What follows belongs to an exercise in optimizing a design on an open flow for small area; a production flow would make more cautious choices. The RTL was checked by simulation tests, not by an equivalence proof against the original design. Power and IR drop assume default switching activity.

==> flow/design.v (outline; a module is shown in full before it is edited, if it fits) <==
// module Processor: 1987 lines
module Processor(rst, CLK, regDisplay, proceed, LEDG, out);
  // ...
==> flow/run.sh <==
#!/bin/bash
# synth_recipe.tcl (not shown) runs the flow's synth.tcl, then flattens the netlist and writes it again
# the make line also repeats each setting of config.mk as NAME=value (left out here)
make -C /OpenROAD-flow-scripts/flow DESIGN_CONFIG=/design/flow/config.mk WORK_HOME=/design/flow/orfs CLKGATE_MAP_FILE= SYNTH_SCRIPT=/design/flow/synth_recipe.tcl finish
==> flow/config.mk <==
export PLATFORM = sky130hd
export DESIGN_NAME = Processor
export DESIGN_NICKNAME = Processor
export VERILOG_FILES = /design/flow/design.v
export SDC_FILE = /design/flow/constraint.sdc
export NUM_CORES = 4
export LEC_CHECK = 0
export ABC_AREA = 1
export CAP_MARGIN = 20
export CORE_MARGIN = 2
export CORE_UTILIZATION = 40
export SLEW_MARGIN = 20
==> flow/constraint.sdc <==
create_clock -name core_clock -period 5.0 [get_ports {CLK}]
set_input_delay 1.0000 -clock core_clock [delete_from_list [all_inputs] [get_ports {CLK}]]
set_output_delay 1.0000 -clock core_clock [all_outputs]
set_load 0.01 [all_outputs]
==> summary.md, run 1 <==
Horizontal extent of the die: 75.0 µm. Root cell of the clock tree: sky130_fd_sc_hd__clkbuf_8. The largest registers in the layout are k: 14 flops, ph: 6 flops, rdp: 3 flops.

After detailed routing, the number of vias per cell comes to 5.19. The tools report the cell count after synthesis as 300. At the worst endpoint, the arrival time is 3050 ps. The critical path ends at LEDG[1]. In this run, post-CTS repair resized a total of 0 instances. The final worst slack is 953 ps.

The first-pass GRT wire length is 7580 µm, and the vertical die dimension is 75.0 µm. The multi-input combinational cells in the finished layout cover a total of 1160 µm². The initial antenna violation count was 0; the number of endpoints failing setup at the final stage was 0.

The cell count along the critical path came out at 10. Across all hold checks on the routed design, the worst slack comes to 483 ps. The share of final layout cell area taken by clock buffers and inverters is 1.99%.

STA classifies the critical path startpoint as a primary input. Grouping stages by cell kind, the critical path spends the most delay in buffers and inverters. Synthesized area per cell: 6.72 µm².

Once layout is done, the placed cells without fillers occupy 2260 µm². The mapped netlist covers 2020 µm². For the starting DRC count in detailed routing, the log shows 303.

The run finished with no timing, DRC or antenna violations. The wire-length estimate of the detail-placed layout is 3750 µm. At the later pin of the worst-skew pair, clock insertion delay measures 260 ps. The synthesized netlist devotes 15.3% of its cell area to compound gates.

The sequential cell fraction of total power came out at 26.7%. The buffering stage count on the worst path with inverters included was 2; the worst reg-to-reg path cell count was 16. Across the whole layout, multi-input logic makes up 51.2% of the cell area.

The count of nets left with antenna violations once routing finished came out at 0.
==> run 2: changes to the inputs <==
==> flow/flow/run.sh (new file) <==
#!/bin/bash
# Own layout flow: the standard synthesis, then the combinational logic of its
# netlist is re-optimised with ABC (flip-flops kept as they are), then the rest of
# the standard flow, with single-drive buffers on the ports.
set -euo pipefail
W=$(pwd)
YOSYS=$FLOW_HOME/../tools/install/yosys/bin/yosys
R=$W/orfs/results/$FLOW_PLATFORM/Processor/base
bash standard.sh synth > $W/flow_synth.log 2>&1
cp $R/1_2_yosys.v $W/std_1_2_yosys.v
RS_LIB=$FLOW_HOME/platforms/$FLOW_PLATFORM/lib/sky130_fd_sc_hd__tt_025C_1v80.lib \
RS_IN=$W/std_1_2_yosys.v RS_OUT=$R/1_2_yosys.v RS_T=${RS_T:-60} \
  $YOSYS -c $W/flow/resynth.tcl > $W/flow_resynth.log 2>&1
export BUFFER_PORTS_ARGS="-buffer_cell sky130_fd_sc_hd__buf_1"
bash standard.sh finish > $W/flow_finish.log 2>&1
==> flow/flow/resynth.tcl (new file) <==
# Re-optimise the combinational logic of the standard synthesis netlist, keeping
# every flip-flop instance (name, cell type and connections) as it is.
yosys -import
set lib $::env(RS_LIB)
set in  $::env(RS_IN)
set out $::env(RS_OUT)
set T   $::env(RS_T)
read_liberty -ignore_miss_func $lib
# flip-flops and tie cells stay as cells
foreach m [split [string trim [tee -q -s result.string select -list-mod sky130_fd_sc_hd__df* sky130_fd_sc_hd__conb_*]] "\n"] {
  blackbox $m
}
read_verilog $in
hierarchy -top Processor
flatten
opt -purge
set f [open abc_rs.script w]
puts $f "strash; &get -n; &deepsyn -T $T; &put; dch -f; map -a; topo; stime -c"
close $f
abc -liberty $lib -dont_use *lpflow* -dont_use *probe* -script abc_rs.script
read_liberty -lib -overwrite -ignore_miss_func $lib
opt_clean -purge
hilomap -singleton -hicell sky130_fd_sc_hd__conb_1 HI -locell sky130_fd_sc_hd__conb_1 LO
insbuf -buf sky130_fd_sc_hd__buf_4 A X
splitnets
opt_clean -purge
stat -liberty $lib
check -assert
write_verilog -noattr -nohex -nodec $out
==> flow/standard.sh (new file) <==
#!/bin/bash
# synth_recipe.tcl (not shown) runs the flow's synth.tcl, then flattens the netlist and writes it again
# the make line also repeats each setting of config.mk as NAME=value (left out here)
make -C /OpenROAD-flow-scripts/flow DESIGN_CONFIG=/design/flow/config.mk WORK_HOME=/design/flow/orfs CLKGATE_MAP_FILE= SYNTH_SCRIPT=/design/flow/synth_recipe.tcl "${@:-finish}"
removed: flow/run.sh
==> run 2 against run 1 <==
Effect of this change: critical path type is now register to output port; largest cell class unchanged; register-to-register slack improved by 100 ps; clock-buffer cell count unchanged; largest power group unchanged; final cell count decreased by 5.2%.
==> summary.md, run 2 <==
Adding up every negative setup slack in the final design gives 0 ps. The flip-flop count of the largest register, all copies and words added was 14; the final routed wire length divided by cell count was 12.4 µm. The horizontal extent of the die came out at 72.6 µm (-3.1%). The library cell used most frequently in the layout, excluding fill and tap cells, is sky130_fd_sc_hd__nor2_1. For this run, design rule violations remaining after detail routing come to 0.

Of the available clock period, the critical path in the final layout requires 79.3%. The first-pass iteration count of the detailed router was 4. Buffers added to address setup during post-CTS repair amount to 0.

The synthesized area per cell was 6.32 µm² (-5.9%). Setup repair after global routing left no endpoint under its margin. The starting DRC count in detailed routing was 231 (-24%). Reg-to-reg startpoint: ph[0]$_DFF_PN0_. For this design the top-level I/O count stands at 28.

The vertical die dimension was 72.6 µm (-3.1%). The cell with the biggest individual delay on the critical path is sky130_fd_sc_hd__dfrtp_1. Counting flops per register, the top entry is k. The logs give 0.252 GHz for the maximum clock frequency and 0 for the final antenna diode count.

The netlist area before placement is 1880 µm² (-6.5%), and the tightest hold margin is 491 ps (+7.62 ps). At the end of routability-driven placement, the weighted congestion stood at 0.927. For the total wirelength of the detailed-routed design, the log shows 4490 µm.

The worst reg-to-reg path cell count works out to 22 (+6). The run gives 1 as the number of levels the H-tree was split into. The class of the most critical setup path was register to output port.

The tools report the kind of start point of the critical path as a register. The largest registers in the layout are k: 14 flops, ph: 6 flops, rdp: 3 flops. The half-perimeter wire length after placement came out at 3550 µm (-5.5%). The run gives 5280 µm² as the die area. The logs give 0 for the max-slew violation count and 0 (unchanged) for the number of antenna-violating nets in the routed design. For the cell count after synthesis, the log shows 298 (-0.67%). On the worst path, the slowest cell contributes a delay of 400 ps. The run gives 2960 ps (-90 ps) as the signal arrival time at the worst endpoint.

In this run the worst setup path begins at ph[4]$_DFF_PN0_. The tools report the clock net sink count as 24. No sink is reached through more buffers than the 2 on the longest clock path. The number of endpoints failing setup at the final stage is 0 (unchanged), and the required arrival time at the worst endpoint is 4000 ps. For this run the aggregate overflow at the end of global routing stands at 0. Port buffering added 21 buffers. The most repeated library cell on the critical path was sky130_fd_sc_hd__nor2_1. STA classifies the critical path endpoint as an output port. The flow ran to the end and the layout has no timing, DRC or antenna violations.

The min-delay analysis places its worst path in the category register to register. The post-route netlist has 1.62% of its cells at a drive strength greater than 1. The clock insertion delay at the later pin of the skew report is 260 ps (about the same), and the number of buffers created by CTS is 3. The number of max-capacitance violations reported was 0. Layout overhead on the synthesized area: 3.45%. The signal on the critical path passes through clkinv_1, nor2_1, clkinv_1, o21ai_0, nor2_1, nand2_1, clkinv_1, nor2_1, nor2_1, o211ai_1, a31oi_1, o21ai_0, o311ai_0, buf_1. The initial cell density of the core was 42.4%. Global routing used 18.0% of the available tracks. The leakage component of the power was 0.787 nW. The first-pass GRT wire length was 7520 µm (-0.73%). The logs give 1 for the Yosys warning count and 2.30 ps for the post-route clock skew. The detailed router placed 1918 vias in this run.

The floorplan has 24 rows. The total count of hold-check failures in the final report was 0; the clock period minus final worst setup slack was 3960 ps. The final layout contains 318 nets. Worst hold path stage count: 1.

The worst pin sits at a relative slew slack of 59.9%. The per-cell via count in the routed design is 5.31 (+2.3%), and the count of hold buffers inserted by post-cts repair is 0. Dividing total power by cell area gives a power density of 604 nW/µm². In this run the worst path has a maximum fanout of 7. The startpoint identified for the worst hold timing path is k[13]$_DFF_PN0_.

The tools report the number of global-route vias before repair as 1752. TritonCTS built the clock tree. Leaving out fill and tap cells, the most frequent cells in the layout are sky130_fd_sc_hd__nor2_1, sky130_fd_sc_hd__clkinv_1, sky130_fd_sc_hd__nand2_1. The register clock-pin slew on the reported worst setup and hold paths was 80 ps. The placeable core area came out at 4440 µm².

The tools report the initial antenna violation count as 0 (unchanged). Total of cells resized after clock tree synthesis: 0 (unchanged). The tree is rooted in a sky130_fd_sc_hd__clkbuf_8. Entering global routing, the biggest net connects 22 pins. At the pin with the least slew margin, the transition time is 594 ps.

Across the VDD grid, the largest voltage drop is 0.000170 V.
-- run 2: cell count changes in the layout (fill, tap and decap cells not counted), moves of 7 or more --
cell / before / now
sky130_fd_sc_hd__o21ai_0: 11 / 20
sky130_fd_sc_hd__clkinv_1: 0 / 53
sky130_fd_sc_hd__nand3_1: 21 / 11
sky130_fd_sc_hd__buf_1: 0 / 21
sky130_fd_sc_hd__clkdlybuf4s50_1: 21 / 0
sky130_fd_sc_hd__nand2_1: 60 / 29
sky130_fd_sc_hd__nor2_1: 36 / 86
sky130_fd_sc_hd__inv_1: 41 / 0
sky130_fd_sc_hd__nand2_2: 7 / 0
-- run 2: layout make-up --
| class | instances | area (µm²) |
|---|---|---|
| fillers | 494 | 2490 |
| repair buffers | 22 | 86.3 |
| multi-input cells | 206 | 968 |
| well taps | 52 | 65.1 |
| inverters | 53 | 199 |
| clock buffers | 4 | 45.0 |
| flip-flops and latches | 24 | 586 |
-- run 2: stage by stage --
step	total power [W]	std cells	setup slack, ps	area [µm²]	util, %
finish	0.00118	361	1040	1950	43.9
global route	0.00130	361	673	1950	43.9
CTS	0.00117	361	1070	1950	43.9
detailed placement	0.00105	357	1330	1900	42.8
global placement	0.00106	357	1330	1900	42.8
floorplan	0.000935	303	1720	1900	-
-- run 2: where the power goes --
part,switching (W),internal [W],total [W]
clock network,0.0000577,0.0000568,0.000115
logic,0.000490,0.000246,0.000736
registers,0.0000879,0.000240,0.000327
-- run 2: path summary, 6_finish.rpt --
path / to / slack [ps]
min in group asynchronous: k[10]$_DFF_PN0_ / 690
min: k[13]$_DFF_PN0_ / 490
min reg2reg: k[13]$_DFF_PN0_ / 490
max reg2reg: k[13]$_DFF_PN0_ / 1830
max in group asynchronous: k[3]$_DFF_PN0_ / 4090
max: out[1] / 1040
-- run 2: layer usage --
layer	vias up	wire (µm)	global-route usage, %	share of wire, %
met3	10	251	2.49	5.6
met2	82	2040	28.6	45
li1	975	-	-	-
met5	-	0	0	0
met4	0	87	7.20	1.9
met1	851	2110	24.9	47
-- run 2: critical path, delay by kind of cell, from the launching register on --
kind | cells | cell delay (ps)
flip-flops | 1 | 400
AND/OR/NAND/NOR | 5 | 750
AO/OA/AOI/OAI | 5 | 840
buffers and inverters | 4 | 710

==> port drivers added, routing unchanged <==
In the flow no input, the clock included, has a driving cell. The finished layouts below were timed again as built, in two steps.
Step 1: set_driving_cell puts a clkbuf_16 on CLK and a buf_2 on each other input, an assumption about the parent block.
Step 2 also shifts input and output timing later by t, the mid clock arrival at the registers, as if the neighbouring blocks saw the same clock.
Three values: ideal, step 1, step 2; two values: the first two.
run	shift t [ns]	setup slack, ns	hold slack, ns	pins driven straight from the clock port
run 1	0.277	0.953 / 0.932 / 0.932	0.483 / 0.483 / 0.483	1
run 2	0.283	1.036 / 1.012 / 1.270	0.491 / 0.491 / 0.491	1
After both steps every run listed still meets setup and hold. The setup slack of run 1, which loses most, moves by -0.021 ns with the drivers and by -0.021 ns with both steps.
